From an optimization exercise on the open Yosys and OpenROAD flow, aimed at small area, a short achievable clock period and few clock cycles per item; shortcuts taken in it are not production practice.
The RTL was checked by simulation tests, not by an equivalence proof against the original design.

==> flow/design.v (outline; a module is shown in full before it is edited, if it fits) <==
// module geofence: 441 lines
module geofence ( clk,reset,X,Y,valid,is_inside);
  // ...
==> flow/flow/run.sh <==
#!/bin/bash
set -euo pipefail
grep -q 'SETUP_SLACK_MARGIN=5 ' standard.sh
sed 's/SETUP_SLACK_MARGIN=5 /SETUP_SLACK_MARGIN=5.5 /' standard.sh > flow_standard.sh
bash flow_standard.sh > layout.log 2>&1
==> flow/standard.sh <==
#!/bin/bash
# synth_recipe.tcl (not shown) runs the flow's synth.tcl, then flattens the netlist and writes it again
# the make line also repeats each setting of config.mk as NAME=value (left out here)
make -C /OpenROAD-flow-scripts/flow DESIGN_CONFIG=/design/flow/config.mk WORK_HOME=/design/flow/orfs CLKGATE_MAP_FILE= SYNTH_SCRIPT=/design/flow/synth_recipe.tcl "${@:-finish}"
==> flow/config.mk <==
export PLATFORM = sky130hd
export DESIGN_NAME = geofence
export DESIGN_NICKNAME = geofence
export VERILOG_FILES = /design/flow/design.v
export SDC_FILE = /design/flow/constraint.sdc
export NUM_CORES = 4
export LEC_CHECK = 0
export ABC_AREA = 1
export CAP_MARGIN = 20
export CORE_MARGIN = 2
export CORE_UTILIZATION = 40
export SETUP_SLACK_MARGIN = 5
export SLEW_MARGIN = 20
==> flow/constraint.sdc <==
create_clock -name core_clock -period 11.0 [get_ports {clk}]
set_input_delay 2.2000 -clock core_clock [delete_from_list [all_inputs] [get_ports {clk}]]
set_output_delay 2.2000 -clock core_clock [all_outputs]
set_load 0.01 [all_outputs]
==> impl_metrics.json, run 1 <==
{
  "cts.clk_slew.worst_paths_ns": 0.08,
  "place_ws_ns": 4.12,
  "yosys.area.top_type": "fa_1",
  "placedCellCount": 2369,
  "vias": 12500,
  "path_max_fanout": 3,
  "clk_latency_ns": 0.35,
  "place_hpwl_mm": 32.0,
  "max_freq_mhz": 169,
  "synthTopCellsByArea": "fa_1 41%, edfxtp_1 13%, inv_1 12%, nand2_1 12%, ha_1 8.1%",
  "antenna_found_initial": 1,
  "r2r_end": "valid",
  "fp.coreArea_sq_mm": 0.0406,
  "multiInputGateArea_sq_mm": 0.0119,
  "maxSlewHeadroom_pct": 37.4,
  "grt_max_degree": 23,
  "multi_input_area_share_pct": 61.2,
  "drt_first_iter_violations": 955,
  "outcome": "timing/DRC/antenna clean",
  "critPathCaptureType": "flip-flop",
  "synth_flop_cell": "edfxtp_1"
}
Testbench counts, summed over its fixed seeds: cycles 20,369, items 2,400.
==> inputs of run 2 (changes only) <==
--- a/flow/design.v
+++ b/flow/design.v
@@ -397,22 +397,20 @@
     wire cr_zero = (r_s1 == r_s2) ? dr_zero : r_z;
     wire cl_zero = (l_s1 == l_s2) ? dl_zero : l_z;
     wire cr_pos = !cr_neg && !cr_zero;
     wire cl_pos = !cl_neg && !cl_zero;
     wire w_zero = wzx && wzy;
     wire w_opp = ((wsx != rsx) && !wzx) || ((wsy != rsy) && !wzy);
     wire first = (cnt == 4'd2);
     wire step = (cnt >= 4'd3) && (cnt <= 4'd7);
-    wire set_l = !cl_neg && !cr_neg;
-    wire set_r = cr_neg && cl_neg;
+    wire set_l = !cl_neg;
+    wire set_r = cr_neg;
     wire to_full = w_zero
-                 || (cl_pos && !cr_pos)
-                 || (cr_neg && !cl_neg)
-                 || (cr_zero && cl_zero && w_opp);
+                 || (!cl_neg && (cr_neg || cr_zero) && !(cl_zero && cr_zero && !w_opp));
     always @(posedge clk or posedge reset) begin
         if (reset) begin
             cnt <= 4'd0;
             valid <= 1'b0;
         end else begin
             cnt <= valid ? 4'd0 : cnt + 4'd1;
             valid <= !valid && ((cnt == 4'd7) || ((cnt == 4'd5 || cnt == 4'd6) && (full || to_full)));
         end
==> flow/run.sh (new file) <==
#!/bin/bash
# synth_recipe.tcl (not shown) runs the flow's synth.tcl, then flattens the netlist and writes it again
# the make line also repeats each setting of config.mk as NAME=value (left out here)
make -C /OpenROAD-flow-scripts/flow DESIGN_CONFIG=/design/flow/config.mk WORK_HOME=/design/flow/orfs CLKGATE_MAP_FILE= SYNTH_SCRIPT=/design/flow/synth_recipe.tcl finish
==> flow/config.mk (replaced) <==
export PLATFORM = sky130hd
export DESIGN_NAME = geofence
export DESIGN_NICKNAME = geofence
export VERILOG_FILES = /design/flow/design.v
export SDC_FILE = /design/flow/constraint.sdc
export NUM_CORES = 4
export LEC_CHECK = 0
export CAP_MARGIN = 20
export CORE_MARGIN = 2
export CORE_UTILIZATION = 40
export SETUP_SLACK_MARGIN = 5
export SLEW_MARGIN = 20
removed: flow/flow/run.sh
removed: flow/standard.sh
==> run 2 against run 1 <==
  * Still clean
  * Utilization decreased by 0.56 points
  * Register-to-register slack got worse by 0.41 ns
  * Global-route usage decreased by 0.42 points
  * Synthesized cell count decreased by 23%
  * Count of clock-buffer cells in the layout unchanged
  * Largest cell class unchanged
==> impl_metrics.json, run 2 <==
{
  "drive_gt1_share_pct": 16.9,
  "syn_nets": 1922,
  "cts_tree": "yes",
  "report.final.slew_viol_count": 0,
  "layout_common_cells": "284 x fa_1, 282 x and2_1, 204 x inv_1",
  "slowest_delay_ns": 0.55,
  "hold_depth": 1,
  "syn2layout_area_growth_pct": 16.4,
  "cp.arrival_ns": 6.53,
  "place_hpwl_mm": 29.5,
  "yosys-top-cells-count": "340 x fa_1, 300 x and2_1, 209 x inv_1, 127 x nand2_1, 106 x ha_1",
  "layout_worst_path_cycle_share_pct": 57.4,
  "cts.clk_slew.worst_paths_ns": 0.07,
  "wl_mm": 40.8,
  "yosysWarnings": 1,
  "dr.pass1.iters": 8,
  "grt_pass1_wl_mm": 65.1,
  "startpoint_type": "flip-flop",
  "critical_path_class": "reg2reg",
  "top_usage_layer": "met2",
  "outcome": "timing/DRC/antenna clean",
  "synth_top_area_share_pct": 43.4,
  "hold_buffers": 0,
  "clk_latency_ns": 0.35,
  "synth_cells": 1454,
  "hold_viol_final": 0,
  "drt_first_iter_violations": 660,
  "fin_crit_ns": 6.32,
  "multiInputGateArea_sq_mm": 0.0124,
  "finalWorstSetupSlack_ns": 4.68,
  "critPathCaptureType": "flip-flop",
  "rows": 72,
  "r2r_end": "full",
  "yosys.cell_types.count": 54,
  "fp.coreArea_sq_mm": 0.0386,
  "max_freq_mhz": 158,
  "setup_violations": 0,
  "first_global_vias": 12000,
  "placedCellCount": 1951,
  "synthTopCellsByArea": "fa_1 43%, edfxtp_1 13%, and2_1 12%, ha_1 8.5%, inv_1 5.0%",
  "grt_overflow_total": 0,
  "vias": 10600,
  "cts.sinks": 99,
  "syn_avg_cell_area_sq_um": 10.8,
  "met1_usage_pct": 27.5,
  "hold_class": "reg2reg",
  "tns_ns": 0,
  "critPathSlowestCell": "fa_1",
  "grt.total_usage_pct": 20.8,
  "rrSetupSlack_ns": 4.68,
  "worstMarginPinSlew_ns": 1.04,
  "synth_edf_count": 69,
  "drc_errors": 0,
  "nets": 2027,
  "rsz0062_at_grt": "yes",
  "die_h_microns": 202,
  "ys_ff_latch": 99,
  "die_area_sq_mm": 0.0408,
  "synth_most_common_cell": "fa_1",
  "crit_family": "adder cells",
  "grt_max_degree": 23,
  "use_met3_pct": 3.08,
  "maxSlewHeadroom_pct": 30.0,
  "cp.required_ns": 11.21,
  "h-tree-depth": 3,
  "netlist_area_sq_mm": 0.0157,
  "reg2reg_depth": 20,
  "cts_max_path_buffers": 2,
  "rr_startpoint": "rmy[3]",
  "stdcell_count": 2083,
  "gp_congestion": 0.858,
  "use_met2_pct": 35.5,
  "path_cells": "buf_6, buf_6, and2_4, fa_1, fa_2, fa_2, fa_2, fa_2, fa_1, inv_1, fa_1, inv_2, fa_1, nor4b_2, nand4_1, nor4_4, a31o_2, nor3_1, a311o_1, a21oi_2",
  "io_pins": 24,
  "die_x_microns": 202,
  "path_max_fanout": 5,
  "synthArstFlopShare_pct": 5.05,
  "place_ws_ns": 3.89,
  "hp-start": "cnt[0]",
  "antenna_found_initial": 0,
  "synth_flop_cell": "edfxtp_1",
  "yosysSeqAreaShare_pct": 17.2,
  "seqCellArea_sq_mm": 0.00274,
  "fillCellCount": 3517,
  "yosys.area.top_type": "fa_1",
  "clock-root-buffer": "clkbuf_16",
  "start_util_pct": 40.6,
  "maxCapViolCount": 0,
  "cts_buffers": 9,
  "ant_nets": 0,
  "hold_end": "cnt[0]",
  "routed_via_density": 5.10,
  "wire_per_inst_microns": 19.6,
  "path_buf_inv": 4,
  "mostFrequentLayoutCell": "fa_1",
  "skew_ns": 0.00921,
  "port_buffers": 23
}
[run 2: cell families after synthesis]
group / after synthesis / share of synthesized area, %
AOI/OAI and AO/OA: 72 / 3.23
xor gates and xnor gates: 60 / 3.35
adders and majority gates: 446 / 51.9
buffers and inverters: 265 / 6.35
DFF: 99 / 17.2
and+or+nand+nor: 512 / 18.0
[run 2: cell type report]
| class | count | share of cell area, % |
|---|---|---|
| well taps | 518 | 3.55 |
| flip-flops and latches | 99 | 15.0 |
| repair buffers | 147 | 7.53 |
| inverters | 210 | 4.32 |
| multi-input cells | 1092 | 67.8 |
| clock buffers | 9 | 1.23 |
| clock inverters | 7 | 0.514 |
| diodes | 1 | 0.0137 |
[run 2: worst reg2reg max path: stages (launching register included)]
cell and delay (ns):
edfxtp_1 0.51, buf_6 0.17, buf_6 0.10, and2_4 0.14, fa_1 0.45, fa_2 0.36, fa_2 0.35, fa_2 0.43
fa_2 0.37, fa_1 0.48, inv_1 0.05, fa_1 0.55, inv_2 0.05, fa_1 0.46, nor4b_2 0.25, nand4_1 0.20
nor4_4 0.41, a31o_2 0.23, nor3_1 0.04, a311o_1 0.41, a21oi_2 0.16
[run 2: worst max path at each step]
stage / from / end / slack [ns] / cells past startpoint
finish: rmy[3] / full / 4.68 / 20
global route: rmx[5] / full / 4.53 / 19
CTS: rmy[3] / full / 4.73 / 19
detailed placement: wmy[0] / full / 3.89 / 18
global placement: wmy[0] / full / 4.01 / 18
floorplan: lmx[2] / lmx[0] / 5.01 / 18
[run 2: stage by stage]
step	utilization (%)	hold slack, ns	instance area [sq um]
2_1_floorplan	-	0.444	15800
3_3_place_gp	42.7	0.475	16500
3_5_place_dp	42.7	0.501	16500
4_1_cts	46.0	0.522	17800
5_1_grt	47.2	0.553	18200
6_report	47.2	0.515	18200
[run 2: timing repair]
| item | 4_1_cts | 5_1_grt |
|---|---|---|
| setup endpoints to repair | 51 | 51 |
| cloned | 4 | 0 |
| endpoints found under the hold margin | 0 | 0 |
| pin swaps | 45 | 42 |
| setup buffers | 79 | 32 |
| gates resized for setup | 87 | 61 |
[run 2: metal layers]
| metal | part of all wire, % | vias to the layer above |
|---|---|---|
| li1 | - | 4713 |
| met1 | 41 | 5483 |
| met2 | 49 | 347 |
| met3 | 6.7 | 70 |
| met4 | 3.1 | 0 |
| met5 | 0 | - |
Testbench counts of run 2, summed over its fixed seeds: cycles 20,369, items 2,400.

==> re-timing with driven ports <==
The results above use ideal ports. As a check the final layouts listed here were re-extracted and re-timed, cells and wires unchanged.
Step 1: set_driving_cell puts a clkbuf_16 on clk and a buf_2 on each other input, an assumption about the parent block.
Step 2 also shifts input and output timing later by t, the mid clock arrival at the registers, as if the neighbouring blocks saw the same clock.
Slacks: ideal ports / drivers / drivers and shift; pairs: ideal ports / drivers.
run	t (ns)	setup slack, ns	hold WS [ns]	worst setup path at the end	latest minus earliest clock arrival (ns)
run 1	0.394	5.088 / 5.088 / 5.088	0.475 / 0.475 / 0.475	register to register	0.014 / 0.013
run 2	0.390	4.681 / 4.681 / 4.681	0.515 / 0.515 / 0.515	register to register	0.009 / 0.009
After both steps every run listed still meets setup and hold.
